From an optimization exercise on the open Yosys and OpenROAD flow, aimed at small area, a short achievable clock period and few clock cycles per item; shortcuts taken in it are not production practice. RTL that was checked went through simulation tests only; none was proved equivalent to the original. The clock input has no modelled driver; a real chip could not lean on it and would need a root buffer or a full tree. Power figures rest on the tool's default switching activity, not on a simulated workload.

== main ==
## gaussian_stream
module gaussian_stream
(
	input        clk,
	input        reset,
	input        on_switch,
	input  [7:0] input_fifo,
	input        input_fifo_valid,
	output       input_fifo_ready,
	output [7:0] output_fifo,
	output       output_fifo_valid,
	input        output_fifo_ready
);
For scale: ~3100 cells after synthesis, ~2300 flip-flops, about 74000 um2 of cells after synthesis.
export LEC_CHECK = 0
export CAP_MARGIN = 20
export CORE_MARGIN = 2
export CORE_UTILIZATION = 60
export CTS_CLUSTER_DIAMETER = 80
export CTS_CLUSTER_SIZE = 30
export PLACE_DENSITY = 0.7
export SLEW_MARGIN = 20
create_clock -name core_clock -period 10.0 [get_ports {clk}]
standard.sh (not shown) runs the stock make flow with config.mk's settings and CLKGATE_MAP_FILE= SYNTH_SCRIPT=/design/flow/synth_recipe.tcl, a recipe that flattens the netlist after the stock synthesis.
==> flow/flow/run.sh <==
#!/bin/bash
set -euo pipefail
bash standard.sh SETUP_SLACK_MARGIN=7 finish > standard_flow.log 2>&1
main: full flow OK, the timing, design-rule and antenna checks passed
[inputs] the feature branch vs main
==> flow/run.sh (new file) <==
#!/bin/bash
# synth_recipe.tcl (not shown) runs the flow's synth.tcl, then flattens the netlist and writes it again
# the make line also repeats each setting of config.mk as NAME=value (left out here)
make -C /OpenROAD-flow-scripts/flow DESIGN_CONFIG=/design/flow/config.mk WORK_HOME=/design/flow/orfs CLKGATE_MAP_FILE= SYNTH_SCRIPT=/design/flow/synth_recipe.tcl finish
--- a/flow/config.mk
+++ b/flow/config.mk
@@ -13,2 +13,3 @@
 export PLACE_DENSITY = 0.7
+export SETUP_SLACK_MARGIN = 5
 export SLEW_MARGIN = 20
removed: flow/flow/run.sh
removed: flow/standard.sh
Notes after the runs:
- The cell count in the feature branch sits 53 below the value recorded for main.
- The feature branch against main: number of buffers other than clock buffers in the final layout shrank by 54; sequential share of layout area climbed 1.0 points; combinational cell fraction of total power went down 3.6 points; power decreased by 4.2% relative to the old numbers; setup slack decreased by 0.17 ns relative to the old numbers.
- Going from main to the feature branch, wire length dropped about 2%, global-route usage dropped 0.24 points, total vias in the final route dropped 1.3%.
No functional check of the RTL was part of any run of this note.

========
The RTL this note starts from:
==> flow/design.v <==
`timescale 1 ns / 1 ns
module gaussian_stream
(
	input        clk,
	input        reset,
	input        on_switch,
	input  [7:0] input_fifo,
	input        input_fifo_valid,
	output       input_fifo_ready,
	output [7:0] output_fifo,
	output       output_fifo_valid,
	input        output_fifo_ready
);
localparam integer SLOTS = 6;      
reg        rdy;
reg  [7:0] in_reg;
reg        sh;            
wire       take = input_fifo_valid & rdy & ~reset;
always @(posedge clk) begin
	in_reg <= input_fifo;
	sh <= take;
end
reg [511:0] ring0, ring1, ring2, ring3;
reg  [31:0] ev;           
wire [7:0] out0 = ring0[511:504];
wire [7:0] out1 = ring1[511:504];
wire [7:0] out2 = ring2[511:504];
wire [7:0] out3 = ring3[511:504];
always @(posedge clk) begin
	ring0 <= {ring0[503:0], sh ? in_reg : out0};
	ring1 <= {ring1[503:0], sh ? out0 : out1};
	ring2 <= {ring2[503:0], sh ? out1 : out2};
	ring3 <= {ring3[503:0], sh ? out2 : out3};
	if (sh) ev <= {ev[23:0], out3};
end
function [7:0] win;
	input integer m, n;
	reg [511:0] r;
	begin
		if (n == 4) begin
			case (m)
			4: win = in_reg;
			3: win = out0;
			2: win = out1;
			1: win = out2;
			default: win = out3;
			endcase
		end else begin
			case (m)
			4: r = ring0;
			3: r = ring1;
			2: r = ring2;
			default: r = ring3;
			endcase
			if (m == 0) win = ev[8*(3-n) +: 8];
			else win = r[8*(3-n) +: 8];
		end
	end
endfunction
wire [7:0] ctr_1 = ring2[8*2 +: 8];
wire [7:0] ctr_3 = ring2[8*4 +: 8];
reg [10:0] pos;
reg        primed;
reg  [5:0] lead;
wire [5:0] px = pos[5:0];
wire [4:0] py = pos[10:6];
wire border = ~on_switch | (px < 6'd2) | (px > 6'd61) | (py < 5'd2) | (py > 5'd29);
always @(posedge clk) begin
	if (reset) begin
		pos <= 11'd1918;       
		primed <= 1'b0;
		lead <= 6'd1;
	end else begin
		lead <= sh ? lead : lead + 6'd1;
		if (sh) begin
			pos <= pos + 11'd1;
			if (pos == 11'd2047) primed <= 1'b1;
		end
	end
end
reg        v1, b1;
reg  [9:0] c1, c3a, c3b, c4, c8, c10;
always @(posedge clk) begin
	v1 <= ~reset & sh & primed;
	b1 <= border;
	c1  <= win(0, 0) + win(0, 4) + win(4, 0) + win(4, 4);
	c3a <= win(0, 1) + win(0, 3) + win(1, 0) + win(3, 0);
	c3b <= win(4, 1) + win(4, 3) + win(1, 4) + win(3, 4);
	c4  <= win(0, 2) + win(2, 0) + win(4, 2) + win(2, 4);
	c8  <= win(1, 1) + win(1, 3) + win(3, 1) + win(3, 3);
	c10 <= win(1, 2) + win(2, 1) + win(3, 2) + win(2, 3);
end
reg        v2, b2;
reg [10:0] sa;            
reg [11:0] sb, sd;        
reg [10:0] se;            
wire [11:0] a_sum = c1 + c3a + c3b;
always @(posedge clk) begin
	v2 <= ~reset & v1;
	b2 <= b1;
	sa <= a_sum[11:1];
	sb <= c3a + c3b + {c4, 1'b0};
	sd <= c8 + c10 + ctr_1;
	se <= c10 + {ctr_1, 1'b0};
end
wire [13:0] ta = {3'b000, sa};
wire [13:0] tb = {2'b00, sb};
wire [13:0] tc = {3'b000, se};
wire [13:0] td = {sd, 2'b00};
wire [13:0] x1 = ta ^ tb ^ tc;
wire [13:0] y1 = {(ta[12:0] & tb[12:0]) | (ta[12:0] & tc[12:0]) | (tb[12:0] & tc[12:0]), 1'b0};
wire [13:0] x2 = x1 ^ y1 ^ td;
wire [13:0] y2 = {(x1[12:0] & y1[12:0]) | (x1[12:0] & td[12:0]) | (y1[12:0] & td[12:0]), 1'b0};
wire  [6:0] low = x2[5:0] + y2[5:0];
reg        v3, b3;
reg  [7:0] hx, hy;
reg        hc;
always @(posedge clk) begin
	v3 <= ~reset & v2;
	b3 <= b2;
	hx <= x2[13:6];
	hy <= y2[13:6];
	hc <= low[6];
end
wire [7:0] h = hx + hy + {7'd0, hc};
wire [7:0] res = b3 ? ctr_3 : h;
reg        ovalid;
reg  [7:0] odata;
reg  [7:0] mem [0:SLOTS-1];
reg  [2:0] wp, rp;
reg  [2:0] cnt;
reg  [2:0] occ;
wire       push = v3;
wire       pop = ovalid & output_fifo_ready;
wire [2:0] wp1 = (wp == SLOTS - 1) ? 3'd0 : wp + 3'd1;
wire [2:0] rp1 = (rp == SLOTS - 1) ? 3'd0 : rp + 3'd1;
wire [7:0] head0 = mem[rp];
wire [7:0] head1 = mem[rp1];
wire       empty0 = cnt == 3'd0;
wire       empty1 = cnt == 3'd1;
wire       left_empty = empty0 | (empty1 & pop);    
wire       drop = sh & ~primed;                     
wire [2:0] occ_b = occ - {2'b00, drop};
wire       room_p = occ_b < SLOTS - 1;
wire       room_0 = occ_b < SLOTS;
wire       eq0 = lead == {5'd0, sh};
wire       eq1 = lead == {5'd0, sh} + 6'd1;
always @(posedge clk) begin
	if (push) mem[wp] <= res;
	odata <= left_empty ? res : pop ? head1 : head0;
	if (reset) begin
		ovalid <= 1'b0;
		wp <= 3'd0;
		rp <= 3'd0;
		cnt <= 3'd0;
		occ <= 3'd0;
		rdy <= 1'b1;
	end else begin
		ovalid <= push | ~left_empty;
		if (push) wp <= wp1;
		if (pop) rp <= rp1;
		cnt <= pop ? (push ? cnt : cnt - 3'd1) : (push ? cnt + 3'd1 : cnt);
		occ <= take ? (pop ? occ_b : occ_b + 3'd1) : (pop ? occ_b - 3'd1 : occ_b);
		rdy <= take ? (eq1 & (pop ? room_0 : room_p)) : (eq0 & (pop | room_0));
	end
end
assign input_fifo_ready = rdy;
assign output_fifo = odata;
assign output_fifo_valid = ovalid;
endmodule
==> flow/config.mk <==
export PLATFORM = sky130hd
export DESIGN_NAME = gaussian_stream
export DESIGN_NICKNAME = gaussian_stream
export VERILOG_FILES = /design/flow/design.v
export SDC_FILE = /design/flow/constraint.sdc
export NUM_CORES = 4
export LEC_CHECK = 0
export CAP_MARGIN = 20
export CORE_MARGIN = 2
export CORE_UTILIZATION = 60
export CTS_CLUSTER_DIAMETER = 80
export CTS_CLUSTER_SIZE = 30
export PLACE_DENSITY = 0.7
export SLEW_MARGIN = 20
==> flow/constraint.sdc <==
create_clock -name core_clock -period 10.0 [get_ports {clk}]
set_input_delay 2.0000 -clock core_clock [delete_from_list [all_inputs] [get_ports {clk}]]
set_output_delay 2.0000 -clock core_clock [all_outputs]
set_load 0.01 [all_outputs]
==> flow/flow/run.sh <==
#!/bin/bash
set -euo pipefail
here=$(pwd)
bash standard.sh SETUP_SLACK_MARGIN=7.2 \
  "CTS_ARGS=-sink_clustering_enable -repair_clock_nets -sink_clustering_size 24 -sink_clustering_max_diameter 60 -dont_use_dummy_load" \
  POST_CTS_TCL="$here/flow/clktop.tcl" finish > standard_flow.log 2>&1
Other scripts of this flow, unchanged in this note and not shown: flow/flow/clktop.tcl
The first run finished with timing, DRC and antenna clean.
Testbench counts at the start, summed over its fixed seeds: cycles 49,192, items 49,152.
Edit:
==> flow/flow/run.sh (replaced) <==
#!/bin/bash
set -euo pipefail
here=$(pwd)
bash standard.sh SETUP_SLACK_MARGIN=7.35 \
  "CTS_ARGS=-sink_clustering_enable -repair_clock_nets -sink_clustering_size 30 -sink_clustering_max_diameter 80 -dont_use_dummy_load" \
  POST_CTS_TCL="$here/flow/clktop.tcl" finish > standard_flow.log 2>&1
Outcome:
- maximum frequency went up slightly
- power fell by a few percent
- wire length shrinks slightly
- final area shrinks slightly
- setup slack gets better by 36 ps
- synthesized area stays the same
- register-to-register slack gets better by 40 ps
- utilization drops by 0.45 points
- die area does not change
Edit:
==> flow/flow/run.sh (replaced) <==
#!/bin/bash
set -euo pipefail
here=$(pwd)
bash standard.sh SETUP_SLACK_MARGIN=7.2 \
  "CTS_ARGS=-sink_clustering_enable -repair_clock_nets -sink_clustering_size 30 -sink_clustering_max_diameter 80 -dont_use_dummy_load" \
  POST_CTS_TCL="$here/flow/clktop.tcl" finish > standard_flow.log 2>&1
Settings changed: CORE_UTILIZATION 60 to 55, PLACE_DENSITY 0.7 to 0.65.
Effect:
- register-to-register slack barely changes
- cell area barely changes
- routed wire length is lower by 1.1%
- via count went up by 0.59%
- clock power hardly moves
Edit:
==> flow/flow/run.sh (replaced) <==
#!/bin/bash
set -euo pipefail
here=$(pwd)
bash standard.sh SETUP_SLACK_MARGIN=7.1 \
  "CTS_ARGS=-sink_clustering_enable -repair_clock_nets -sink_clustering_size 30 -sink_clustering_max_diameter 80 -dont_use_dummy_load" \
  POST_CTS_TCL="$here/flow/clktop.tcl" finish > standard_flow.log 2>&1
Settings changed: CORE_UTILIZATION 55 to 60, PLACE_DENSITY 0.65 to 0.7.
After rerunning: Via count drops slightly. Core utilization climbs by 5.0 points. Power drops slightly. Maximum frequency climbs slightly.

-- static timing again, ports no longer ideal --
The flow's constraints put no driver on any port. The routed layouts listed below were extracted and timed again, unchanged, in two steps. Step 1, drivers: a clkbuf_16 drives clk and a buf_2 each remaining input, both assumed. Step 2 times the ports against the registers' clock, not the clock port: input delays grow and output delays shrink by t, the midpoint of the rising clock arrivals with the driver on. Slacks: no drivers / after step 1 / after step 2; pairs: no drivers / after step 1.
| run | t, ns | slack for setup (ns) | worst hold slack (ns) | cell pins on the clock port's net |
|---|---|---|---|---|
| main | 0.752 | 5.865 / 5.865 / 5.865 | 0.344 / 0.344 / 0.344 | 1 |
| the feature branch | 0.749 | 5.695 / 5.695 / 5.029 | 0.342 / 0.342 / 0.342 | 1 |
| the first run of note 2 | 0.708 | 6.986 / 6.847 / 6.601 | 0.277 / 0.277 / 0.277 | 4 |
| the second run of note 2 | 0.655 | 7.022 / 6.887 / 6.775 | 0.274 / 0.274 / 0.274 | 4 |
| the third run of note 2 | 0.657 | 7.017 / 6.872 / 6.771 | 0.261 / 0.261 / 0.261 | 4 |
| the fourth run of note 2 | 0.663 | 7.052 / 6.913 / 6.593 | 0.269 / 0.269 / 0.269 | 4 |
After both steps setup and hold are still met in every run listed. The setup slack of the feature branch, which loses most, moves by 0.000 ns with the drivers and by -0.666 ns with both steps.
